Context: an optimization exercise on an open-source flow, tuned for small area and a short achievable clock period. The choices shown serve that exercise and are no tape-out recipe. RTL that was checked went through simulation tests only; none was proved equivalent to the original. No activity file was given, so power comes from the tool's default toggle rates.

// conv3x3_fp32
module conv3x3_fp32(
    input         clk,
    input         resetn,
    input         valid_in,
    input  [31:0] data,
    input  [31:0] w1, w2, w3, w4, w5, w6, w7, w8, w9,
    output        valid_out,
    output [31:0] data_out
);
For scale: about 27000 cells after synthesis, ~4600 flip-flops, roughly 360 I/O pins.
Settings: LEC_CHECK=0, CAP_MARGIN=30, CORE_MARGIN=2, CORE_UTILIZATION=55, SETUP_SLACK_MARGIN=4.2, SLEW_MARGIN=20; clock period 8.0 ns.
standard.sh (not shown) runs the stock make flow with config.mk's settings and CLKGATE_MAP_FILE= SYNTH_SCRIPT=/design/flow/synth_recipe.tcl, a recipe that flattens the netlist after the stock synthesis.
==> flow/flow/run.sh <==
#!/bin/bash
set -euo pipefail
export BUFFER_PORTS_ARGS="-buffer_cell sky130_fd_sc_hd__buf_4"
bash standard.sh > standard_flow.log 2>&1
Edit:
--- a/flow/design.v
+++ b/flow/design.v
@@ -1662,20 +1662,19 @@
   wire [30:0] big0 = agb ? a[30:0] : b[30:0];
   wire [22:0] sm0 = agb ? b[22:0] : a[22:0];
   wire [7:0] es0 = agb ? eb : ea;
   wire kab = (dab > 8'd23) | (eb == 8'd0), kba = (dba > 8'd23) | (ea == 8'd0);
   wire kill0 = agb ? kab : kba;
   wire sgn0 = agb ? a[31] : b[31];
   wire sub0 = a[31] ^ b[31];
-  reg [22:0] ma1, mc1; reg agb1; reg [7:0] eb1; reg [4:0] d1; reg kill1, sub1, sgn1;
+  wire [23:0] msa0 = {1'b1, sm0};
+  reg [22:0] mb1; reg [7:0] eb1; reg [23:0] ms1; reg [4:0] d1; reg kill1, sub1, sgn1;
   always @(posedge clk) begin
-    ma1 <= a[22:0]; mc1 <= b[22:0]; agb1 <= agb; eb1 <= big0[30:23]; d1 <= d0[4:0]; kill1 <= kill0; sub1 <= sub0; sgn1 <= sgn0;
+    mb1 <= big0[22:0]; eb1 <= big0[30:23]; ms1 <= msa0; d1 <= d0[4:0]; kill1 <= kill0; sub1 <= sub0; sgn1 <= sgn0;
   end
-  wire [22:0] mb1 = agb1 ? ma1 : mc1;
-  wire [23:0] ms1 = {1'b1, agb1 ? mc1 : ma1};
   wire [23:0] sh1 = kill1 ? 24'd0 : (ms1 >> d1);
   wire [24:0] bx1 = {1'b0, sh1} ^ {25{sub1}};
   wire [23:0] mh1 = {eb1 != 8'd0, mb1};
   wire [24:0] gb1 = {1'b0, mh1} & bx1, pb1 = {1'b0, mh1} ^ bx1;
   reg [24:0] gq, pq; reg [7:0] ebq; reg subq, sgnq;
   always @(posedge clk) begin gq <= gb1; pq <= pb1; ebq <= eb1; subq <= sub1; sgnq <= sgn1; end
   wire add_gc = gq[0] | (pq[0] & subq);
@@ -1812,19 +1811,18 @@
   wire add_s22 = pq[22] ^ add_g5_21;
   wire add_s23 = pq[23] ^ add_g5_22;
   wire add_s24 = pq[24] ^ add_g5_23;
   wire [24:0] r1 = {add_s24, add_s23, add_s22, add_s21, add_s20, add_s19, add_s18, add_s17, add_s16, add_s15, add_s14, add_s13, add_s12, add_s11, add_s10, add_s9, add_s8, add_s7, add_s6, add_s5, add_s4, add_s3, add_s2, add_s1, add_s0};
   reg [24:0] r2; reg [7:0] eb2; reg sgn2;
   always @(posedge clk) begin r2 <= r1; eb2 <= ebq; sgn2 <= sgnq; end
   reg [4:0] lz2; integer i;
-  always @* begin lz2 = 5'd0; for (i = 0; i < 25; i = i + 1) if (r2[i]) lz2 = 5'd24 - i[4:0]; end
+  always @* begin lz2 = 5'd0; for (i = 0; i < 24; i = i + 1) if (r2[i]) lz2 = 5'd23 - i[4:0]; end
   wire z2 = (r2 == 25'd0);
-  wire [24:0] nl = r2 << lz2;
-  wire [7:0] en = eb2 + 8'd1 - {3'b0, lz2};
-  wire [31:0] yn = z2 ? 32'd0 : {sgn2, en, nl[23:1]};
+  wire [23:0] nl = r2[23:0] << lz2;
+  wire [31:0] yn = r2[24] ? {sgn2, eb2 + 8'd1, r2[23:1]} : z2 ? 32'd0 : {sgn2, eb2 - {3'b0, lz2}, nl[22:0]};
   always @(posedge clk) y <= yn;
 endmodule
 module conv3x3_fp32(
     input         clk,
     input         resetn,
     input         valid_in,
     input  [31:0] data,
After rerunning: Synthesized cell count went up by 0.40%; design area is about the same; power stays flat; die area went up by 0.34%; clock skew barely changes; clock power went up by about 3%; critical path depth went down by 10.
No functional check of the RTL was part of the first run of this note.

## port drivers added, routing unchanged
Ports are ideal in the flow. The routed layouts listed here were re-timed in OpenROAD. Step 1: set_driving_cell puts a clkbuf_16 on clk and a buf_2 on each other input, an assumption about the parent block. Step 2 adds t to the input delays and takes it off the output delays; t is the mean of the earliest and latest rising clock arrival at the registers after step 1. Input paths then give back, and output paths get back, about the clock's delay inside the block. a / b / c = ideal / step 1 / step 2; a / b = the first two.
run | t (ns) | setup slack, ns | slew at the worst register clock pin (ns) | pins driven straight from the clock port
the first run | 1.140 | 4.231 / 4.231 / 3.319 | 0.07 / 0.07 | 1
the second run | 1.143 | 4.241 / 4.241 / 3.296 | 0.07 / 0.07 | 1
After both steps setup and hold are still met in every run listed. For the second run, which loses most, drivers alone change the setup slack by 0.000 ns; drivers and shift together by -0.945 ns.
